Background: an optimization exercise with open tools, aiming at a short achievable clock period and few clock cycles. Do not read the settings as production practice.
Function was checked by simulation only, so behaviour that the tests miss may differ from the original.
Power is estimated from default activity; no workload was simulated.

job 101:
Design Pipeline_CPU, start of the top module:
module Pipeline_CPU(
    input clk,                  
    input rst,                  
    input [31:0] Data_in,       
    input [31:0] inst_IF,       
    output [31:0] PC_out_IF,    
    output MemRW_Mem,           
    output [31:0] Addr_out,     
    output [31:0] Data_out      
);
Size: roughly 0.099 mm^2 of cells after synthesis.
Settings: LEC_CHECK=0, CAP_MARGIN=40, CORE_MARGIN=2, CORE_UTILIZATION=45, PLACE_DENSITY=0.65, SETUP_SLACK_MARGIN=3.2, SLEW_MARGIN=40, SYNTH_HIERARCHICAL=1; clock period 6.0 ns.
run.sh (not shown) runs the stock make flow with config.mk's settings and CLKGATE_MAP_FILE= SYNTH_SCRIPT=/design/flow/synth_recipe.tcl, a recipe that flattens the netlist after the stock synthesis.
Testbench counts of job 101, summed over its fixed seeds: cycles 52,246.
Input changes introduced in job 102 (baseline for comparison: job 101):
-- flow/design.v --
<<< job 101, line 17
    reg         ex_bne;
    reg  [31:2] ex_bt, ex_jt, ex_pc4;
    reg  [31:0] ex_a, ex_b, ex_sd, ex_pre;
    reg         ex_s_add, ex_s_sub, ex_s_sll, ex_s_srl, ex_s_sra;
    reg         ex_s_slt, ex_s_sltu, ex_s_xor, ex_s_or, ex_s_and;
>>> job 102, line 17
    reg         ex_bne;
    reg  [31:2] ex_bt, ex_jt, ex_pc4;
    reg  [31:0] ex_a, ex_b, ex_sd, ex_pre;      
    reg  [31:0] ex_ao, ex_bo, ex_ac, ex_bc;
    reg         ex_s_add, ex_s_sub, ex_s_sll, ex_s_srl, ex_s_sra;
    reg         ex_s_slt, ex_s_sltu, ex_s_xor, ex_s_or, ex_s_and;
<<< job 101, line 114
    add32 u_add (.a(ex_a), .b(ex_b), .y(sum));
    sub32 u_sub (.a(ex_a), .b(ex_b), .y(diff));
    wire        lts  = $signed(ex_a) < $signed(ex_b);
    wire        ltu  = ex_a < ex_b;
    wire [31:0] shl  = ex_a << ex_b[4:0];
    wire [31:0] shr  = ex_a >> ex_b[4:0];
    wire [31:0] sha  = $signed(ex_a) >>> ex_b[4:0];
    wire [31:0] res_o = ({32{ex_s_sll}}  & shl)
                      | ({32{ex_s_srl}}  & shr)
                      | ({32{ex_s_sra}}  & sha)
                      | ({32{ex_s_xor}}  & (ex_a ^ ex_b))
                      | ({32{ex_s_or}}   & (ex_a | ex_b))
                      | ({32{ex_s_and}}  & (ex_a & ex_b))
                      | ex_pre
                      | {31'd0, (ex_s_slt & lts) | (ex_s_sltu & ltu)};
>>> job 102, line 115
    add32 u_add (.a(ex_a), .b(ex_b), .y(sum));
    sub32 u_sub (.a(ex_a), .b(ex_b), .y(diff));
    wire        lts  = $signed(ex_ac) < $signed(ex_bc);
    wire        ltu  = ex_ac < ex_bc;
    wire [31:0] shl  = ex_ao << ex_bo[4:0];
    wire [31:0] shr  = ex_ao >> ex_bo[4:0];
    wire [31:0] sha  = $signed(ex_ao) >>> ex_bo[4:0];
    wire [31:0] res_o = ({32{ex_s_sll}}  & shl)
                      | ({32{ex_s_srl}}  & shr)
                      | ({32{ex_s_sra}}  & sha)
                      | ({32{ex_s_xor}}  & (ex_ao ^ ex_bo))
                      | ({32{ex_s_or}}   & (ex_ao | ex_bo))
                      | ({32{ex_s_and}}  & (ex_ao & ex_bo))
                      | ex_pre
                      | {31'd0, (ex_s_slt & lts) | (ex_s_sltu & ltu)};
<<< job 101, line 132
    wire jr_m  = m_jalr;
    wire taken, act, mis;
    br_res u_br (.a(ex_a), .b(ex_b), .bne(ex_bne), .br(ex_br), .jal(ex_jal),
                 .live(ex_chk & ~jr_m), .ptk(ex_ptk), .tok(ex_pg & tok),
                 .taken(taken), .act(act), .mis(mis));
>>> job 102, line 133
    wire jr_m  = m_jalr;
    wire taken, act, mis;
    br_res u_br (.a(ex_ac), .b(ex_bc), .bne(ex_bne), .br(ex_br), .jal(ex_jal),
                 .live(ex_chk & ~jr_m), .ptk(ex_ptk), .tok(ex_pg & tok),
                 .taken(taken), .act(act), .mis(mis));
<<< job 101, line 149
    sel4 u_sd (.s0(e2 & ex_s_add), .d0(sum), .s1(e2 & ex_s_sub), .d1(diff),
               .s2(e2), .d2(res_o), .s3(~e2), .d3(o2), .y(sd_nx));
    wire hold  = ~jr_m & stall;
    wire fgo   = ~jr_m & ~stall;
>>> job 102, line 150
    sel4 u_sd (.s0(e2 & ex_s_add), .d0(sum), .s1(e2 & ex_s_sub), .d1(diff),
               .s2(e2), .d2(res_o), .s3(~e2), .d3(o2), .y(sd_nx));
    wire g_o = s_sll | s_srl | s_sra | s_xor | s_or | s_and;
    wire g_c = s_slt | s_sltu | d_br;
    wire [31:0] ao_nx, bo_nx, ac_nx, bc_nx;
    sel4 u_ao (.s0(g_o & a_ea), .d0(sum), .s1(g_o & a_es), .d1(diff),
               .s2(g_o & e1), .d2(res_o), .s3(g_o & ~e1), .d3(o1), .y(ao_nx));
    sel4 u_bo (.s0(g_o & b_ea), .d0(sum), .s1(g_o & b_es), .d1(diff),
               .s2(g_o & b_e), .d2(res_o), .s3(g_o & ~b_e), .d3(b_oth), .y(bo_nx));
    sel4 u_ac (.s0(g_c & a_ea), .d0(sum), .s1(g_c & a_es), .d1(diff),
               .s2(g_c & e1), .d2(res_o), .s3(g_c & ~e1), .d3(o1), .y(ac_nx));
    sel4 u_bc (.s0(g_c & b_ea), .d0(sum), .s1(g_c & b_es), .d1(diff),
               .s2(g_c & b_e), .d2(res_o), .s3(g_c & ~b_e), .d3(b_oth), .y(bc_nx));
    wire hold  = ~jr_m & stall;
    wire fgo   = ~jr_m & ~stall;
<<< job 101, line 221
        ex_a      <= a_nx;
        ex_b      <= b_nx;
        ex_sd     <= sd_nx;
        ex_pre    <= (d_lui | d_auipc | d_jal | d_jalr) ? pre : 32'd0;
>>> job 102, line 233
        ex_a      <= a_nx;
        ex_b      <= b_nx;
        ex_ao     <= ao_nx;
        ex_bo     <= bo_nx;
        ex_ac     <= ac_nx;
        ex_bc     <= bc_nx;
        ex_sd     <= sd_nx;
        ex_pre    <= (d_lui | d_auipc | d_jal | d_jalr) ? pre : 32'd0;
[summary]
- The total power of the final layout reported for job 102 is greater than that of job 101 by 4.9%.
- Largest stage delay on the critical path: job 102 and job 101 compared, lower one is job 102
- Compare job 102 and job 101 | sequential cell area lower: job 101
- The non-clock buffer count in job 102 is 1.3 times that in job 101.
- Re power attributed to sequential cells: job 101 was lower than job 102.
Testbench counts of job 102, summed over its fixed seeds: cycles 52,246.

## static timing again, ports no longer ideal
The flow's constraints put no driver on any port. The routed layouts listed below were extracted and timed again, unchanged, in two steps. Step 1 (the two cells are an assumption about what drives the block):
set clk [get_ports {clk}]
set_driving_cell -lib_cell sky130_fd_sc_hd__clkbuf_16 $clk
set_driving_cell -lib_cell sky130_fd_sc_hd__buf_2 [delete_from_list [all_inputs] $clk]
Step 2 moves the port delays by t, midway between the first and last clock arrival at a register: inputs arrive t later, outputs are due t later. That takes back most of the time a late clock gives input paths. a / b / c = ideal / step 1 / step 2; a / b = the first two.
run	t, ns	setup WS [ns]	clock arrival spread, ns	worst data-port slew with drivers (ns)	cell pins on the clock port's net
job 101	0.983	2.575 / 2.575 / 1.604	0.112 / 0.112	0.25	1
job 102	1.038	2.443 / 2.442 / 1.405	0.130 / 0.131	0.40	1
After both steps every run listed still meets setup and hold. For job 102, which loses most, drivers alone change the setup slack by -0.001 ns; drivers and shift together by -1.038 ns.
